Context: an optimization exercise on an open-source flow, tuned for small area. The choices shown serve that exercise and are no tape-out recipe.
The RTL was checked by simulation tests, not by an equivalence proof against the original design.
Power is estimated from default activity; no workload was simulated.

### flow/run.sh
#!/bin/bash
# synth_recipe.tcl (not shown) runs the flow's synth.tcl, then flattens the netlist and writes it again
# the make line also repeats each setting of config.mk as NAME=value (left out here)
make -C /OpenROAD-flow-scripts/flow DESIGN_CONFIG=/design/flow/config.mk WORK_HOME=/design/flow/orfs CLKGATE_MAP_FILE= SYNTH_SCRIPT=/design/flow/synth_recipe.tcl finish
### flow/config.mk
export PLATFORM = sky130hd
export DESIGN_NAME = Rx8b10b
export DESIGN_NICKNAME = Rx8b10b
export VERILOG_FILES = /design/flow/design.v
export SDC_FILE = /design/flow/constraint.sdc
export NUM_CORES = 4
export LEC_CHECK = 0
export CAP_MARGIN = 20
export CORE_MARGIN = 2
export CORE_UTILIZATION = 40
export SLEW_MARGIN = 20
### flow/constraint.sdc
create_clock -name core_clock -period 5.0 [get_ports {clk}]
set_input_delay 1.0000 -clock core_clock [delete_from_list [all_inputs] [get_ports {clk}]]
set_output_delay 1.0000 -clock core_clock [all_outputs]
set_load 0.01 [all_outputs]
### flow/design.v
module Fifo #(
    parameter WIDTH      = 8,  
    parameter LOG2_DEPTH = 4   
)
(
    input clk,                        
    input rst,                        
    input write,                      
    input read,                       
    input [WIDTH-1:0] dataIn,         
    output wire [WIDTH-1:0] dataOut,  
    output reg dataPresent,           
    output wire halfFull,             
    output wire full                  
);
reg [WIDTH-1:0] memory[2**LOG2_DEPTH-1:0];
reg [LOG2_DEPTH-1:0] pointer;
wire zero;
integer i;
always @(posedge clk) begin
    if (write) begin
        memory[0] <= dataIn;
        for (i=1; i<(2**LOG2_DEPTH); i=i+1) begin
            memory[i] <= memory[i-1];
        end
    end
end
assign dataOut = memory[pointer];
always @(posedge clk) begin
    if (rst) begin
        pointer <= 'd0;
        dataPresent <= 1'b0;
    end
    else begin
        dataPresent <= write 
                     | (dataPresent & ~zero)
                     | (dataPresent &  zero & ~read);
        case ({read, write})
            2'b00 : pointer <= pointer;
            2'b01 : pointer <= (!full && dataPresent) ? pointer + 2'd1 : pointer;
            2'b10 : pointer <= (!zero)  ? pointer - 2'd1 : pointer;
            2'b11 : pointer <= pointer;
        endcase
    end
end
assign zero = ~|pointer;
assign halfFull = pointer[LOG2_DEPTH-1];  
assign full = &pointer;
endmodule
module Rx8b10b #(
    parameter FILL_WORD_RD0 = 10'b0011111010,  
    parameter FILL_WORD_RD1 = 10'b1100000101,  
    parameter FILL_WORD_FLIP = 1'b1,           
    parameter CLK_RATE = 8,                    
    parameter LOG2_DEPTH = 4                   
)
(
    input clk,            
    input rst,            
    input rxEnable,       
    input rx,             
    input readStrobe,     
    output dataPresent,   
    output halfFull,      
    output full,          
    output errorDetect,   
    output [7:0] dataOut  
);
parameter integer CLK_COUNT_WIDTH = $clog2(CLK_RATE-1);
localparam CLK_COUNT_INIT = CLK_RATE-1;
localparam CLK_COUNT_CAPTURE = (CLK_RATE>>1);
localparam RX_DELAY_LEN = CLK_RATE*2;
wire rxClk;
reg [RX_DELAY_LEN-1:0] rxDelay;
reg [CLK_COUNT_WIDTH-1:0] rxClkCount;
reg [7:0] decodedData;
reg [1:10] shiftData;
reg [3:0] inCounter;
reg shiftDone;
reg locked;
reg writeStrobe;
reg rxD1;
reg error5b6b;
reg error3b4b;
if (LOG2_DEPTH > 0) begin
    Fifo #(
        .WIDTH(8),               
        .LOG2_DEPTH(LOG2_DEPTH)  
    )
    txFifo
    (
        .clk(clk),                  
        .rst(rst),                  
        .write(writeStrobe),        
        .read(readStrobe),          
        .dataIn(decodedData),       
        .dataOut(dataOut),          
        .dataPresent(dataPresent),  
        .halfFull(halfFull),        
        .full(full)                 
    );
end
else begin
    assign dataOut = decodedData;
end
assign rxClk = (rxClkCount == CLK_COUNT_CAPTURE);
always @(posedge clk) begin
    rxD1 <= rx;
    if (rst) begin
        rxD1       <= 1'b0;
        rxClkCount <= 'd0;
    end
    else if ((rx ^ rxD1) || (rxClkCount == 'd0)) begin
        rxClkCount <= CLK_COUNT_INIT;
    end
    else begin
        rxClkCount <= rxClkCount - 2'd1;
    end
end
always @(posedge clk) begin
    rxDelay <= (rxDelay << 1) | rx;
    if (rxClk) begin
        shiftData <= {shiftData[2:10], rxDelay[RX_DELAY_LEN-1]};
    end
    if (rst) begin
        rxDelay   <= 'd0;
        shiftData <= 'd0;
    end
    if (rst) begin
        inCounter <= 'd0;
        shiftDone <= 1'b0;
        locked    <= 1'b0;
    end
    else if (rxEnable && ~locked 
        && ((shiftData == FILL_WORD_RD1) || (shiftData == FILL_WORD_RD0)))
    begin
        inCounter <= 'd0;
        shiftDone <= 1'b0;
        locked    <= 1'b1;
    end
    else if (rxEnable && locked && rxClk) begin
        inCounter <= inCounter + 2'd1;
        shiftDone <= 1'b0;
    end
    else if ((inCounter == 'd10)
        && !((shiftData == FILL_WORD_RD1) || (shiftData == FILL_WORD_RD0)))
    begin
        inCounter <= 'd0;
        shiftDone <= 1'b1;
    end
    else if (inCounter == 'd10) begin
        inCounter <= 'd0;
    end
    else if (~rxEnable) begin
        inCounter <= 'd0;
        shiftDone <= 1'b0;
        locked    <= 1'b0;
    end
    else begin
        inCounter <= inCounter;
        shiftDone <= 1'b0;
    end
end
assign errorDetect = error5b6b | error3b4b;
always @(posedge clk) begin
    if (rst) begin
        error5b6b <= 1'b0;
        error3b4b <= 1'b0;
        decodedData <= 'd0;
        writeStrobe <= 1'b0;
    end
    else begin
        if (shiftDone) begin
            writeStrobe <= 1'b1;
            error5b6b <= 1'b0;
            error3b4b <= 1'b0;
            case (shiftData[1:6])
                6'b100111 : decodedData[4:0] <= 5'b00000;
                6'b011000 : decodedData[4:0] <= 5'b00000;
                6'b011101 : decodedData[4:0] <= 5'b00001;
                6'b100010 : decodedData[4:0] <= 5'b00001;
                6'b101101 : decodedData[4:0] <= 5'b00010;
                6'b010010 : decodedData[4:0] <= 5'b00010;
                6'b110001 : decodedData[4:0] <= 5'b00011;
                6'b110101 : decodedData[4:0] <= 5'b00100;
                6'b001010 : decodedData[4:0] <= 5'b00100;
                6'b101001 : decodedData[4:0] <= 5'b00101;
                6'b011001 : decodedData[4:0] <= 5'b00110;
                6'b111000 : decodedData[4:0] <= 5'b00111;
                6'b000111 : decodedData[4:0] <= 5'b00111;
                6'b111001 : decodedData[4:0] <= 5'b01000;
                6'b000110 : decodedData[4:0] <= 5'b01000;
                6'b100101 : decodedData[4:0] <= 5'b01001;
                6'b010101 : decodedData[4:0] <= 5'b01010;
                6'b110100 : decodedData[4:0] <= 5'b01011;
                6'b001101 : decodedData[4:0] <= 5'b01100;
                6'b101100 : decodedData[4:0] <= 5'b01101;
                6'b011100 : decodedData[4:0] <= 5'b01110;
                6'b010111 : decodedData[4:0] <= 5'b01111;
                6'b101000 : decodedData[4:0] <= 5'b01111;
                6'b011011 : decodedData[4:0] <= 5'b10000;
                6'b100100 : decodedData[4:0] <= 5'b10000;
                6'b100011 : decodedData[4:0] <= 5'b10001;
                6'b010011 : decodedData[4:0] <= 5'b10010;
                6'b110010 : decodedData[4:0] <= 5'b10011;
                6'b001011 : decodedData[4:0] <= 5'b10100;
                6'b101010 : decodedData[4:0] <= 5'b10101;
                6'b011010 : decodedData[4:0] <= 5'b10110;
                6'b111010 : decodedData[4:0] <= 5'b10111;
                6'b000101 : decodedData[4:0] <= 5'b10111;
                6'b110011 : decodedData[4:0] <= 5'b11000;
                6'b001100 : decodedData[4:0] <= 5'b11000;
                6'b100110 : decodedData[4:0] <= 5'b11001;
                6'b010110 : decodedData[4:0] <= 5'b11010;
                6'b110110 : decodedData[4:0] <= 5'b11011;
                6'b001001 : decodedData[4:0] <= 5'b11011;
                6'b001110 : decodedData[4:0] <= 5'b11100;
                6'b101110 : decodedData[4:0] <= 5'b11101;
                6'b010001 : decodedData[4:0] <= 5'b11101;
                6'b011110 : decodedData[4:0] <= 5'b11110;
                6'b100001 : decodedData[4:0] <= 5'b11110;
                6'b101011 : decodedData[4:0] <= 5'b11111;
                6'b010100 : decodedData[4:0] <= 5'b11111;
                default   : begin decodedData[4:0] <= 5'b00000; error5b6b <= 1'b1; end
            endcase
            case (shiftData[7:10])
                4'b1011 : decodedData[7:5] <= 3'b000;
                4'b0100 : decodedData[7:5] <= 3'b000;
                4'b1001 : decodedData[7:5] <= 3'b001;
                4'b0101 : decodedData[7:5] <= 3'b010;
                4'b1100 : decodedData[7:5] <= 3'b011;
                4'b0011 : decodedData[7:5] <= 3'b011;
                4'b1101 : decodedData[7:5] <= 3'b100;
                4'b0010 : decodedData[7:5] <= 3'b100;
                4'b1010 : decodedData[7:5] <= 3'b101;
                4'b0110 : decodedData[7:5] <= 3'b110;
                4'b0111 : decodedData[7:5] <= 3'b111;
                4'b1110 : decodedData[7:5] <= 3'b111;
                4'b1000 : decodedData[7:5] <= 3'b111;
                4'b0001 : decodedData[7:5] <= 3'b111;
                default : begin decodedData[7:5] <= 3'b000; error3b4b <= 1'b1; end
            endcase
        end
        else begin
            writeStrobe <= 1'b0;
        end
    end
end
endmodule
==> impl_metrics.ini, run 1 <==
[run_status]
status = timing/DRC/antenna clean

[synth]
synth.largest_area_cell = edfxtp_1
postSynthRegisterBits = 179
synth.distinct_cells = 66
ys_async_sr_fraction_pct = 0
yosys_warnings = 3
main_combinational_cell_family_by_area_after_synthesis = compound AO/OA/AOI/OAI gates
synthTopCellsByArea = edfxtp_1 (51%), dfxtp_1 (13%), nand2_1 (2.9%)
fraction_of_the_mapped_netlist_area_in_compound_gates_pct = 14.5
synth_top_area_share_pct = 50.8
synth_common_cells = edfxtp_1 (128), nand2_1 (59), dfxtp_1 (51)
muxShareOfSynthArea_pct = 2.91
synth_area_per_cell_um2 = 12.5
yosysMostFrequentCell = edfxtp_1
synthSimpleGateAreaFrac_pct = 11.5
number_of_synthesized_flops_with_an_enable_pin = 128
yosys.area_share.xor_xnor_pct = 1.16
mappedNetlistNets = 620
synth-main-ff-cell = edfxtp_1
post_synth_inst_count = 604
synthAdderAreaFrac_pct = 1.82
seq_area_frac_synth_pct = 64.3
netlist_area_mm2 = 0.00757

[final_layout]
instances_no_fill = 849
final_layout_size_suffix_gt1_share_pct = 9.92
net_total_in_the_final_layout = 618
finish.instance_area_mm2 = 0.00849
flow.area_growth_from_synthesis_pct = 12.3
final_core_utilization_pct = 45.6
area.sequential_mm2 = 0.00487
multi_input_gate_area_in_the_final_layout_mm2 = 0.00241
n_fill_cell = 1696
antenna-diode-count = 0

[setup_path]
ff2ff_path_depth = 5
critPathArrivalTime_ps = 3500
critical_path_depth = 7
critPathMaxFanout = 20
cp_slowest_stage_delay_ps = 750
timing.critical_path.slowest_stage_cell = ha_1
timing_worst_setup_path_type = flop to output pin
rr_startpoint = shiftData[2]
critical_path.cell_chain = inv_1 -> ha_1 -> buf_4 -> a22oi_1 -> mux4_2 -> a31oi_1 -> clkdlybuf4s50_1
regToRegSetupSlack_ps = 2820
critPathTopFamily = buffers and inverters
required_ps = 4000
timing.critical_path.buf_inv = 3
critical_path.reg2reg.endpoint = inCounter[0]
crit_path_end_kind = output pin
setup.worst_path.end = dataOut[1]
crit_path_start_kind = flop
startpoint = genblk1.txFifo.pointer[0]

[placed_design]
numPortBuffers = 16
dpl_worst_slack_ps = 950
instance_area_at_placement_mm2 = 0.00785
place_congestion = 0.787
place.detailed.hpwl_mm = 9.07
placed_cells = 817

[global_routing]
gr-usage-all-layers_pct = 15.2
grt_first_pass_wirelength_mm = 24.1
grt_max_degree = 70
number_of_antenna_violations_at_the_first_check_in_global_routing = 0
first_global_vias = 4694
grt-ovfl-total = 0

[floorplanning]
fp.dieArea_mm2 = 0.0200
dieWidth_um = 142
io_pins = 17
die_height_um = 142
row_count = 50
start_util_pct = 40.6
core_area_mm2 = 0.0186

[clocking]
tritoncts_num_sinks = 179
clkSlewWorstSetupHoldPaths_ps = 60
cts-hold-fix-buffers = 0
worst_skew_pair.late_latency_ps = 430
cts.repair_timing.setup_buffer_count = 0
cts.path.max_buffers = 2
clock_tree.root_cell = clkbuf_16
cts_resized = 0
tritoncts = built
number_of_buffers_created_by_cts = 17
h-tree-depth = 4

[power_and_ir_drop]
p_per_area_mw_per_mm2 = 406
static-leakage-power_uw = 0.00267
comb_power_share_pct = 11.9
swShare_pct = 24.2
power_switching_uw = 835
peakVddDrop_uv = 230
cellInternalPower_uw = 2610
relative_contribution_of_sequential_cells_to_total_power_pct = 46.2
power.clock.fraction_pct = 41.9

[timing]
worst_pin_slew_ps = 898
max_slew_margin_vs_limit_pct = 40.2
post-route-period-util_pct = 90.1
finClkSkew_ps = 14.5
drv_slew = 0
final.min_clock_period_ps = 4500
final-hold-violation-count = 0
setup_total_negative_slack_ps = 0
setup-violations-final = 0
postLayoutSetupSlackWorst_ps = 497
rsz_0062_raised_after_global_routing = false
max_freq_ghz = 0.222

[drt]
post_route_wl_mm = 14.6
ant_nets = 0
dr_total_vias = 4772
drc = 0
viasPerCell = 5.62
routed_wire_length_per_instance_um = 17.2
detailedRoute.firstIterationViolations = 450
initial_drt_pass_iterations = 5

[hold_path]
holdPathStages = 0
class_of_the_most_critical_hold_timing_path = flop to flop

[run]
maxcap_viol_count = 0
==> layer usage <==
metal / vias to the layer above / routed length, µm / track usage [%]
met2: 146 / 6950 / 24.4
li1: 2275 / - / -
met4: 0 / 184 / 4.53
met5: - / 0 / 0
met1: 2330 / 6780 / 20.5
met3: 21 / 647 / 3.78
==> power by group through the flow <==
stage | Clock (µW) | Sequential [µW] | Combinational (µW)
finish | 1450 | 1590 | 409
global route | 1540 | 1590 | 446
CTS | 1480 | 1590 | 409
detailed placement | 0 | 1630 | 407
global placement | 0 | 1620 | 401
floorplan | 0 | 1620 | 271
==> cell usage in the layout, fill, tap and decap left out, types with 4 or more instances in the layout <==
cell,synthesis,layout
xor2_1,7,7
clkbuf_16,0,17
inv_8,0,4
nor3_1,5,5
buf_4,2,9
a221oi_1,11,11
a22o_1,10,10
o21ai_0,23,23
a311oi_1,6,6
a222oi_1,12,12
nor2_1,40,40
mux4_2,5,5
o211ai_1,4,4
edfxtp_1,128,128
mux2i_1,6,6
nor2b_1,25,25
inv_1,12,12
a31oi_1,7,7
nand2b_1,7,7
nand2_1,59,59
nand3_1,14,14
dfxtp_1,51,50
a22oi_1,13,13
bufinv_16,0,4
a211oi_1,6,6
a21oi_1,37,37
ha_1,11,11
clkdlybuf4s50_1,0,15
==> how the worst min path moves through the flow <==
stage                              start                          end  slack, ps
after CTS                     rxDelay[1]                   rxDelay[2]        440
after global routing      decodedData[2]  genblk1.txFifo.memory[0][2]        460
after detailed placement      rxDelay[1]                   rxDelay[2]        420
after global placement    decodedData[7]  genblk1.txFifo.memory[0][7]        420
after floorplan            rxClkCount[0]                rxClkCount[0]        410
final                     decodedData[6]  genblk1.txFifo.memory[0][6]        440
==> worst reg2reg max path: stages (launching register included) <==
cell and delay, ps:
dfxtp_1 750, or2b_2 400, nor3_1 240, a41oi_1 250, o21ai_1 320, nor2_1 90
==> cell type report <==
cell class                 instances  area share, %
inverter                          13          0.574
multi-input combinational        366           28.4
timing repair buffer              25           2.62
tap                              234           3.45
sequential                       179           57.3
clock inverter                    15           2.62
clock buffer                      17           5.01
==> cell families (layout without fill, tap and decap cells) <==
family                   count (synthesis)  in the layout
AND/OR/NAND/NOR                        177            177
adder cells (fa/ha/maj)                 11             11
buffers and inverters                   59             70
flip-flops                             179            179
multiplexers                            15             15
AO/OA/AOI/OAI                          153            153
XOR/XNOR                                10             10
==> sequential cells by signal, summed over array words and instances (netlist names) <==
register                    cells
writeStrobe                     1
shiftData                      10
inCounter                       4
rxDelay                        16
genblk1.txFifo.pointer          4
error5b6b                       1
locked                          1
shiftDone                       1
decodedData                     8
genblk1.txFifo.dataPresent      1
error3b4b                       1
genblk1.txFifo.memory         128
rxClkCount                      3
==> stage by stage <==
step           total power (µW)  hold slack [ps]
2_1_floorplan              1890              408
3_3_place_gp               2030              419
3_5_place_dp               2030              420
4_1_cts                    3480              437
5_1_grt                    3580              455
6_report                   3450              437
==> inputs of run 2 (changes only) <==
--- a/flow/design.v
+++ b/flow/design.v
@@ -13,26 +13,30 @@
     output wire halfFull,             
     output wire full                  
 );
-reg [WIDTH-1:0] memory[2**LOG2_DEPTH-1:0];
-reg [LOG2_DEPTH-1:0] pointer;
-wire zero;
-integer i;
-always @(posedge clk) begin
-    if (write) begin
-        memory[0] <= dataIn;
-        for (i=1; i<(2**LOG2_DEPTH); i=i+1) begin
-            memory[i] <= memory[i-1];
-        end
-    end
-end
-assign dataOut = memory[pointer];
+localparam DEPTH = 2**LOG2_DEPTH;
+reg [WIDTH*DEPTH-1:0] ring;      
+reg [LOG2_DEPTH-1:0] pointer;    
+reg [LOG2_DEPTH-1:0] newest;     
+reg pending;                     
+wire zero = ~|pointer;
+wire insert = write ? (newest == 'd0) : (pending & (&newest));
+always @(posedge clk) begin
+    ring <= {ring[WIDTH*(DEPTH-1)-1:0],
+             insert ? dataIn : ring[WIDTH*DEPTH-1 -: WIDTH]};
+end
+always @(posedge clk) begin
+    newest  <= write ? newest : newest + 1'b1;
+    pending <= ~rst & (write | pending) & ~insert;
+end
+wire [LOG2_DEPTH-1:0] head = newest + pointer;
+assign dataOut = (pending & zero) ? dataIn : ring[WIDTH*head +: WIDTH];
 always @(posedge clk) begin
     if (rst) begin
         pointer <= 'd0;
         dataPresent <= 1'b0;
     end
     else begin
-        dataPresent <= write 
+        dataPresent <= write
                      | (dataPresent & ~zero)
                      | (dataPresent &  zero & ~read);
         case ({read, write})
@@ -43,8 +47,7 @@
         endcase
     end
 end
-assign zero = ~|pointer;
-assign halfFull = pointer[LOG2_DEPTH-1];  
+assign halfFull = pointer[LOG2_DEPTH-1];
 assign full = &pointer;
 endmodule
 module Rx8b10b #(
--- a/flow/config.mk
+++ b/flow/config.mk
@@ -8,4 +8,5 @@
 export CAP_MARGIN = 20
 export CORE_MARGIN = 2
 export CORE_UTILIZATION = 40
+export CTS_BUF_LIST = sky130_fd_sc_hd__clkbuf_8
 export SLEW_MARGIN = 20
==> impl_metrics.ini, run 2 <==
[setup_path]
timing_worst_setup_path_type = flop to output pin
timing.critical_path.slowest_stage_cell = clkdlybuf4s50_1
crit_path_end_kind = output pin
required_ps = 4000
timing.critical_path.buf_inv = 2
critPathArrivalTime_ps = 3530
critical_path.cell_chain = ha_2 -> fa_1 -> xor2_4 -> buf_4 -> mux2i_1 -> a31oi_1 -> a21boi_0 -> clkdlybuf4s50_1
crit_path_start_kind = flop
cp_slowest_stage_delay_ps = 570
critPathMaxFanout = 11
critPathTopFamily = buffers and inverters

[global_routing]
grt_max_degree = 50
grt_first_pass_wirelength_mm = 21.0
grt-ovfl-total = 0
gr-usage-all-layers_pct = 14.5
number_of_antenna_violations_at_the_first_check_in_global_routing = 0
first_global_vias = 4225

[synth]
synth_area_per_cell_um2 = 11.5
synth_common_cells = dfxtp_1 (180), nand2_1 (42), nor2_1 (40)
ys_async_sr_fraction_pct = 0
seq_area_frac_synth_pct = 53.8
synthTopCellsByArea = dfxtp_1 (52%), mux4_2 (10%), mux2i_1 (2.6%)
number_of_synthesized_flops_with_an_enable_pin = 4
synth.largest_area_cell = dfxtp_1
netlist_area_mm2 = 0.00692
yosys_warnings = 2
yosysMostFrequentCell = dfxtp_1
post_synth_inst_count = 601
synth_top_area_share_pct = 52.1
synth.distinct_cells = 65
postSynthRegisterBits = 184
synth-main-ff-cell = dfxtp_1
mappedNetlistNets = 621

[power_and_ir_drop]
peakVddDrop_uv = 210
fin_total_pwr_uw = 2650
static-leakage-power_uw = 0.00275
p_per_area_mw_per_mm2 = 351

[hold_path]
class_of_the_most_critical_hold_timing_path = flop to flop

[clocking]
clkSlewWorstSetupHoldPaths_ps = 80
cts-hold-fix-buffers = 0
tritoncts_num_sinks = 184
cts.repair_timing.setup_buffer_count = 0
tritoncts = built
number_of_buffers_created_by_cts = 17
clock_tree.root_cell = clkbuf_8
h-tree-depth = 4
cts.path.max_buffers = 2
worst_skew_pair.late_latency_ps = 450
cts_resized = 0

[final_layout]
multi_input_gate_area_in_the_final_layout_mm2 = 0.00293
net_total_in_the_final_layout = 622
most_common_cell_after_layout_fill_and_taps_aside = dfxtp_1
n_fill_cell = 1569
final_core_utilization_pct = 44.1
largest_register_ff_count = 128
antenna-diode-count = 0
flow.area_growth_from_synthesis_pct = 9.00
final_layout_size_suffix_gt1_share_pct = 14.6
area.sequential_mm2 = 0.00373
finish.instance_area_mm2 = 0.00755
max_flop_register = genblk1.txFifo.ring
layout_top_registers = genblk1.txFifo.ring x128, rxDelay x16, shiftData x10
final_cell_mix = dfxtp_1 (178), nand2_1 (42), nor2_1 (40)

[timing]
finClkSkew_ps = 11.3
rsz_0062_raised_after_global_routing = false
setup_total_negative_slack_ps = 0
setup-violations-final = 0
fin_hold_ws_ps = 348
final-hold-violation-count = 0
worst_pin_slew_ps = 1000
max_freq_ghz = 0.221
drv_slew = 0
max_slew_margin_vs_limit_pct = 33.2
post-route-period-util_pct = 90.6
final.min_clock_period_ps = 4530

[drt]
ant_nets = 0
initial_drt_pass_iterations = 4
dr_total_vias = 4326
post_route_wl_mm = 12.4
detailedRoute.firstIterationViolations = 186
routed_wire_length_per_instance_um = 14.8
viasPerCell = 5.15
drc = 0

[placed_design]
numPortBuffers = 16
place.detailed.hpwl_mm = 7.88
instance_area_at_placement_mm2 = 0.00719
place_congestion = 0.748

[floorplanning]
fp.dieArea_mm2 = 0.0184
dieWidth_um = 136
io_pins = 17
row_count = 48
core_area_mm2 = 0.0171
start_util_pct = 40.4
die_height_um = 136

[run]
maxcap_viol_count = 0

[run_status]
status = timing/DRC/antenna clean
## run 2: layout make-up
type                            count  share of cell area (%)
Sequential cell                   184                    49.4
Timing Repair Buffer               22                    2.65
Clock buffer                       20                    3.65
Inverter                           15                   0.746
Tap cell                          225                    3.73
Multi-Input combinational cell    362                    38.8
Clock inverter                     12                   0.995
## run 2: cell families (layout without fill, tap and decap cells)
logic type | after synthesis | in the layout | synth area share (%)
AO/OA/AOI/OAI | 111 | 111 | 10.6
XOR/XNOR | 16 | 16 | 2.30
adder cells (fa/ha/maj) | 15 | 15 | 2.93
buffers and inverters | 55 | 69 | 3.90
flip-flops | 184 | 184 | 53.8
multiplexers | 59 | 59 | 14.5
AND/OR/NAND/NOR | 161 | 161 | 11.9
## run 2: where the power goes
part	total, µW	internal [µW]	switching [µW]
registers	1490	1480	15.1
logic	270	129	141
clock network	884	380	504
total	2650	1990	660
## run 2: path summary, 6_finish.rpt
| path | from | end | slack (ps) | cells past startpoint |
|---|---|---|---|---|
| setup / recovery | genblk1.txFifo.newest[0] | dataOut[5] | 470 | 8 |
| hold reg to reg | genblk1.txFifo.ring[23] | genblk1.txFifo.ring[31] | 350 | 0 |
| setup reg to reg | shiftData[6] | error5b6b | 2660 | 5 |
| hold / removal | genblk1.txFifo.ring[23] | genblk1.txFifo.ring[31] | 350 | 0 |
## run 2: metrics by stage
| step | setup WS, ps | std cells |
|---|---|---|
| 2_1_floorplan | 1710 | 601 |
| 3_3_place_gp | 974 | 808 |
| 3_5_place_dp | 947 | 808 |
| 4_1_cts | 430 | 840 |
| 5_1_grt | 235 | 840 |
| 6_report | 471 | 840 |
## run 2: per-layer routing
metal,vias up,track usage [%],part of all wire (%)
met1,2108,19.7,49
met2,52,22.4,47
met5,-,0,0
met3,17,3.40,2.8
met4,0,5.73,1.6
li1,2149,-,-
==> inputs of run 3 (changes only) <==
--- a/flow/config.mk
+++ b/flow/config.mk
@@ -8,5 +8,4 @@
 export CAP_MARGIN = 20
 export CORE_MARGIN = 2
 export CORE_UTILIZATION = 40
-export CTS_BUF_LIST = sky130_fd_sc_hd__clkbuf_8
 export SLEW_MARGIN = 20
==> impl_metrics.ini, run 3 <==
[final_layout]
antenna-diode-count = 0
final_core_utilization_pct = 45.2
finish.instance_area_mm2 = 0.00774
layout_top_registers = genblk1.txFifo.ring x128, rxDelay x16, shiftData x10
final_layout_size_suffix_gt1_share_pct = 14.6
final_cell_mix = dfxtp_1 (178), nand2_1 (42), nor2_1 (40)
n_fill_cell = 1549
largest_register_ff_count = 128
max_flop_register = genblk1.txFifo.ring
most_common_cell_after_layout_fill_and_taps_aside = dfxtp_1
net_total_in_the_final_layout = 622
flow.area_growth_from_synthesis_pct = 11.8

[timing]
max_slew_margin_vs_limit_pct = 33.9
post-route-period-util_pct = 90.1
drv_slew = 0
setup-violations-final = 0
rsz_0062_raised_after_global_routing = false
finClkSkew_ps = 6.12
fin_hold_ws_ps = 346
final.min_clock_period_ps = 4500
final-hold-violation-count = 0
setup_total_negative_slack_ps = 0
worst_pin_slew_ps = 990
max_freq_ghz = 0.222

[global_routing]
gr-usage-all-layers_pct = 14.9
number_of_antenna_violations_at_the_first_check_in_global_routing = 0
grt_first_pass_wirelength_mm = 21.4
grt-ovfl-total = 0
grt_max_degree = 50
first_global_vias = 4274

[synth]
seq_area_frac_synth_pct = 53.8
muxShareOfSynthArea_pct = 14.5
netlist_area_mm2 = 0.00692
synth.distinct_cells = 65
synthSimpleGateAreaFrac_pct = 11.9
number_of_synthesized_flops_with_an_enable_pin = 4
ys_async_sr_fraction_pct = 0
mappedNetlistNets = 621
synth_top_area_share_pct = 52.1
yosysMostFrequentCell = dfxtp_1
yosys_warnings = 2
synthAdderAreaFrac_pct = 2.93
fraction_of_the_mapped_netlist_area_in_compound_gates_pct = 10.6
postSynthRegisterBits = 184
main_combinational_cell_family_by_area_after_synthesis = multiplexers
synth-main-ff-cell = dfxtp_1
synth_common_cells = dfxtp_1 (180), nand2_1 (42), nor2_1 (40)
synth_area_per_cell_um2 = 11.5
yosys.area_share.xor_xnor_pct = 2.30
synthTopCellsByArea = dfxtp_1 (52%), mux4_2 (10%), mux2i_1 (2.6%)
post_synth_inst_count = 601
synth.largest_area_cell = dfxtp_1

[clocking]
h-tree-depth = 4
cts.repair_timing.setup_buffer_count = 0
number_of_buffers_created_by_cts = 17
worst_skew_pair.late_latency_ps = 430
tritoncts_num_sinks = 184
cts_resized = 0
tritoncts = built
cts.path.max_buffers = 2
cts-hold-fix-buffers = 0
clock_tree.root_cell = clkbuf_16
clkSlewWorstSetupHoldPaths_ps = 60

[floorplanning]
die_height_um = 136
start_util_pct = 40.4
row_count = 48
io_pins = 17
fp.dieArea_mm2 = 0.0184
core_area_mm2 = 0.0171
dieWidth_um = 136

[setup_path]
crit_path_start_kind = flop
critPathMaxFanout = 32
crit_path_end_kind = output pin
critPathArrivalTime_ps = 3500
timing_worst_setup_path_type = flop to output pin
required_ps = 4000

[drt]
routed_wire_length_per_instance_um = 14.9
viasPerCell = 5.15
drc = 0
detailedRoute.firstIterationViolations = 253
initial_drt_pass_iterations = 4
dr_total_vias = 4322
post_route_wl_mm = 12.5
ant_nets = 0

[run]
maxcap_viol_count = 0

[power_and_ir_drop]
peakVddDrop_uv = 251
p_per_area_mw_per_mm2 = 386
static-leakage-power_uw = 0.00283

[placed_design]
numPortBuffers = 16
place_congestion = 0.748
place.detailed.hpwl_mm = 7.88
instance_area_at_placement_mm2 = 0.00719

[hold_path]
class_of_the_most_critical_hold_timing_path = flop to flop

[run_status]
status = timing/DRC/antenna clean
-- run 3: changes by cell type in the layout (fill, tap and decap cells not counted) --
cell and change:
inv_1 -2, clkbuf_1 +2, clkbuf_16 +17, clkbuf_8 -17
-- run 3: per-stage QoR --
stage	power, µW	std cells	setup WS (ps)
after global placement	1800	808	974
after global routing	3110	840	269
after floorplan	1730	601	1710
after detailed placement	1800	808	947
final	2990	840	496
after CTS	3030	840	461
-- run 3: power by group --
group	total (µW)	switching [µW]	internal [µW]	leakage [µW]
sequential	1490	14.7	1480	0.00150
combinational	269	141	129	0.00106
clock	1220	549	676	0.000267
total	2990	704	2280	0.00283
-- run 3: worst paths after layout --
check                            from                       to  slack, ps  cells after the start
max          genblk1.txFifo.newest[0]               dataOut[3]        500                      8
min           genblk1.txFifo.ring[54]  genblk1.txFifo.ring[62]        350                      0
max reg2reg              shiftData[6]                error5b6b       2680                      5
min reg2reg   genblk1.txFifo.ring[54]  genblk1.txFifo.ring[62]        350                      0
-- run 3: layout make-up --
cell class | instances | area [µm²] | area share (%)
sequential | 184 | 3730 | 48.2
clock buffer | 22 | 474 | 6.13
tap | 225 | 282 | 3.64
timing repair buffer | 22 | 200 | 2.59
multi-input combinational | 362 | 2930 | 37.9
clock inverter | 10 | 67.6 | 0.873
inverter | 15 | 56.3 | 0.728
-- run 3: layer usage --
| metal | vias to the layer above | global-route usage (%) | wire, µm |
|---|---|---|---|
| li1 | 2154 | - | - |
| met1 | 2101 | 19.9 | 6050 |
| met2 | 54 | 23.0 | 5910 |
| met3 | 13 | 4.19 | 353 |
| met4 | 0 | 5.79 | 180 |
| met5 | - | 0 | 0 |
-- run 3: logic make-up after synthesis --
| logic type | count (synthesis) |
|---|---|
| multiplexers | 59 |
| flip-flops | 184 |
| buffers and inverters | 55 |
| adder cells (fa/ha/maj) | 15 |
| AO/OA/AOI/OAI | 111 |
| XOR/XNOR | 16 |
| AND/OR/NAND/NOR | 161 |
-- run 3: critical path, stage by stage (launching register included) --
cell,delay [ps]
edfxtp_1,450
ha_2,240
fa_1,540
buf_4,400
mux4_2,290
mux2i_1,70
and3_1,200
a211oi_1,270
clkdlybuf4s50_1,600
==> inputs of run 4 (changes only) <==
--- a/flow/config.mk
+++ b/flow/config.mk
@@ -8,4 +8,5 @@
 export CAP_MARGIN = 20
 export CORE_MARGIN = 2
 export CORE_UTILIZATION = 40
+export CTS_BUF_LIST = sky130_fd_sc_hd__clkbuf_4 sky130_fd_sc_hd__clkbuf_8
 export SLEW_MARGIN = 20
==> impl_metrics.ini, run 4 <==
[run_status]
status = timing/DRC/antenna clean

[clocking]
cts.repair_timing.setup_buffer_count = 0
cts.path.max_buffers = 2
clock_tree.root_cell = clkbuf_8
cts-hold-fix-buffers = 0
cts_resized = 0
h-tree-depth = 4
tritoncts_num_sinks = 184
clkSlewWorstSetupHoldPaths_ps = 90
worst_skew_pair.late_latency_ps = 450
tritoncts = built
number_of_buffers_created_by_cts = 17

[final_layout]
antenna-diode-count = 0
most_common_cell_after_layout_fill_and_taps_aside = dfxtp_1
final_cell_mix = dfxtp_1 (178), nand2_1 (42), nor2_1 (40)
max_flop_register = genblk1.txFifo.ring
final_core_utilization_pct = 44.1
layout_top_registers = genblk1.txFifo.ring x128, rxDelay x16, shiftData x10
largest_register_ff_count = 128
net_total_in_the_final_layout = 622
final_layout_size_suffix_gt1_share_pct = 15.0
flow.area_growth_from_synthesis_pct = 9.11

[setup_path]
timing_worst_setup_path_type = flop to output pin
cp_slowest_stage_delay_ps = 600
timing.critical_path.buf_inv = 2
ff2ff_path_depth = 5
rr_startpoint = shiftData[6]
critical_path.cell_chain = ha_2 -> fa_1 -> buf_4 -> mux4_2 -> mux2i_1 -> and3_1 -> a211oi_1 -> clkdlybuf4s50_1
crit_path_start_kind = flop
crit_path_end_kind = output pin
critPathArrivalTime_ps = 3520
critPathTopFamily = buffers and inverters
timing.critical_path.slowest_stage_cell = clkdlybuf4s50_1
required_ps = 4000
regToRegSetupSlack_ps = 2670
critical_path.reg2reg.endpoint = error5b6b
critPathMaxFanout = 32

[floorplanning]
fp.dieArea_mm2 = 0.0184
io_pins = 17
die_height_um = 136
start_util_pct = 40.4
row_count = 48
core_area_mm2 = 0.0171
dieWidth_um = 136

[power_and_ir_drop]
peakVddDrop_uv = 204
relative_contribution_of_sequential_cells_to_total_power_pct = 56.2
power_switching_uw = 656
power.clock.fraction_pct = 33.7
comb_power_share_pct = 10.1
p_per_area_mw_per_mm2 = 352
swShare_pct = 24.7
cellInternalPower_uw = 2000
static-leakage-power_uw = 0.00275

[timing]
post-route-period-util_pct = 90.5
max_freq_ghz = 0.221
drv_slew = 0
setup_total_negative_slack_ps = 0
finClkSkew_ps = 15.1
rsz_0062_raised_after_global_routing = false
final-hold-violation-count = 0
max_slew_margin_vs_limit_pct = 34.0
final.min_clock_period_ps = 4520
fin_hold_ws_ps = 347
setup-violations-final = 0
worst_pin_slew_ps = 989

[synth]
synth_area_per_cell_um2 = 11.5
postSynthRegisterBits = 184
synth.distinct_cells = 65
synth-main-ff-cell = dfxtp_1
post_synth_inst_count = 601
ys_async_sr_fraction_pct = 0
yosys_warnings = 2
synth_top_area_share_pct = 52.1
synthTopCellsByArea = dfxtp_1 (52%), mux4_2 (10%), mux2i_1 (2.6%)
mappedNetlistNets = 621
synth_common_cells = dfxtp_1 (180), nand2_1 (42), nor2_1 (40)
seq_area_frac_synth_pct = 53.8
netlist_area_mm2 = 0.00692
synth.largest_area_cell = dfxtp_1
number_of_synthesized_flops_with_an_enable_pin = 4
yosysMostFrequentCell = dfxtp_1

[global_routing]
first_global_vias = 4226
grt-ovfl-total = 0
grt_max_degree = 50
number_of_antenna_violations_at_the_first_check_in_global_routing = 0
gr-usage-all-layers_pct = 14.5
grt_first_pass_wirelength_mm = 21.0

[hold_path]
hold-path-endpoint = genblk1.txFifo.ring[92]
worstHoldStart = genblk1.txFifo.ring[84]
holdPathStages = 0
class_of_the_most_critical_hold_timing_path = flop to flop

[drt]
ant_nets = 0
drc = 0
dr_total_vias = 4303
routed_wire_length_per_instance_um = 14.8
viasPerCell = 5.12
initial_drt_pass_iterations = 6
detailedRoute.firstIterationViolations = 189
post_route_wl_mm = 12.4

[run]
maxcap_viol_count = 0

[placed_design]
numPortBuffers = 16
place.detailed.hpwl_mm = 7.88
place_congestion = 0.748
-- run 4: cell types whose count changed in the layout (fill, tap and decap cells not counted) --
cell	delta
clkbuf_16	-17
clkbuf_8	+17
clkbuf_1	-2
clkbuf_4	+2
-- run 4: kinds of logic (layout without fill, tap and decap cells) --
family / after synthesis / in the layout / synth area share, %
xor gates and xnor gates: 16 / 16 / 2.30
DFF: 184 / 184 / 53.8
buffers and inverters: 55 / 69 / 3.90
AOI/OAI and AO/OA: 111 / 111 / 10.6
and+or+nand+nor: 161 / 161 / 11.9
muxes: 59 / 59 / 14.5
adders and majority gates: 15 / 15 / 2.93
-- run 4: area by class of cell --
type | count | area (µm²)
clock buffers | 22 | 290
clock inverters | 10 | 67.6
fillers | 1571 | 9560
inverters | 15 | 56.3
multi-input cells | 362 | 2930
flip-flops and latches | 184 | 3730
well taps | 225 | 282
repair buffers | 22 | 200
-- run 4: metal layers --
metal  vias to the layer above  part of all wire (%)  track usage [%]
met5                         -                     0                0
met3                        11                   3.3             3.40
met1                      2086                    49             19.6
met2                        61                    47             22.5
li1                       2145                     -                -
met4                         0                  0.90             5.73
-- run 4: metrics by stage --
step | power, µW | cell area, µm² | setup WS [ps] | instances
floorplan | 1730 | 6920 | 1710 | 601
global placement | 1800 | 7190 | 974 | 808
detailed placement | 1800 | 7190 | 947 | 808
CTS | 2700 | 7550 | 430 | 840
global route | 2770 | 7550 | 235 | 840
finish | 2660 | 7550 | 475 | 840
-- run 4: power groups by stage --
stage	registers, µW	clock network, µW	logic (µW)
final	1490	896	269
after global routing	1500	977	297
after global placement	1530	0	269
after detailed placement	1530	0	275
after floorplan	1530	0	200
after CTS	1490	932	276
-- run 4: worst register-to-register path, cell delays in order, from the launching register on --
cell and delay (ps):
dfxtp_1 920, inv_1 320, nor2_1 310, a2111oi_4 120
a2111oi_1 400, a32o_1 200
-- run 4: how the worst max path moves through the flow --
| stage | slack, ps | from | cells after the start | endpoint |
|---|---|---|---|---|
| detailed placement | 950 | genblk1.txFifo.newest[0] | 8 | dataOut[3] |
| global route | 240 | genblk1.txFifo.newest[0] | 8 | dataOut[5] |
| CTS | 430 | genblk1.txFifo.newest[0] | 8 | dataOut[3] |
| floorplan | 1710 | genblk1.txFifo.newest[0] | 6 | dataOut[0] |
| global placement | 970 | genblk1.txFifo.newest[0] | 8 | dataOut[7] |
| finish | 480 | genblk1.txFifo.newest[0] | 8 | dataOut[3] |

## separate check: timing with driven ports
How much do the figures lean on ideal ports? The routed layouts below were timed once more, with nothing changed but the port constraints.
Step 1 assumes that a clkbuf_16 drives the clock port and a buf_2 every other input.
Step 2 also shifts input and output timing later by t, the mid clock arrival at the registers, as if the neighbouring blocks saw the same clock.
Slacks: no drivers / after step 1 / after step 2; pairs: no drivers / after step 1.
| run | shift t [ns] | setup WS [ns] | slew at the worst register clock pin (ns) | worst slew at a driven data input, ns |
|---|---|---|---|---|
| run 1 | 0.465 | 0.497 / 0.459 / 0.923 | 0.07 / 0.07 | 0.03 |
| run 2 | 0.484 | 0.471 / 0.432 / 0.917 | 0.09 / 0.09 | 0.03 |
| run 3 | 0.465 | 0.496 / 0.453 / 0.918 | 0.07 / 0.07 | 0.03 |
| run 4 | 0.476 | 0.475 / 0.437 / 0.912 | 0.09 / 0.09 | 0.03 |
After both steps every run listed still meets setup and hold.
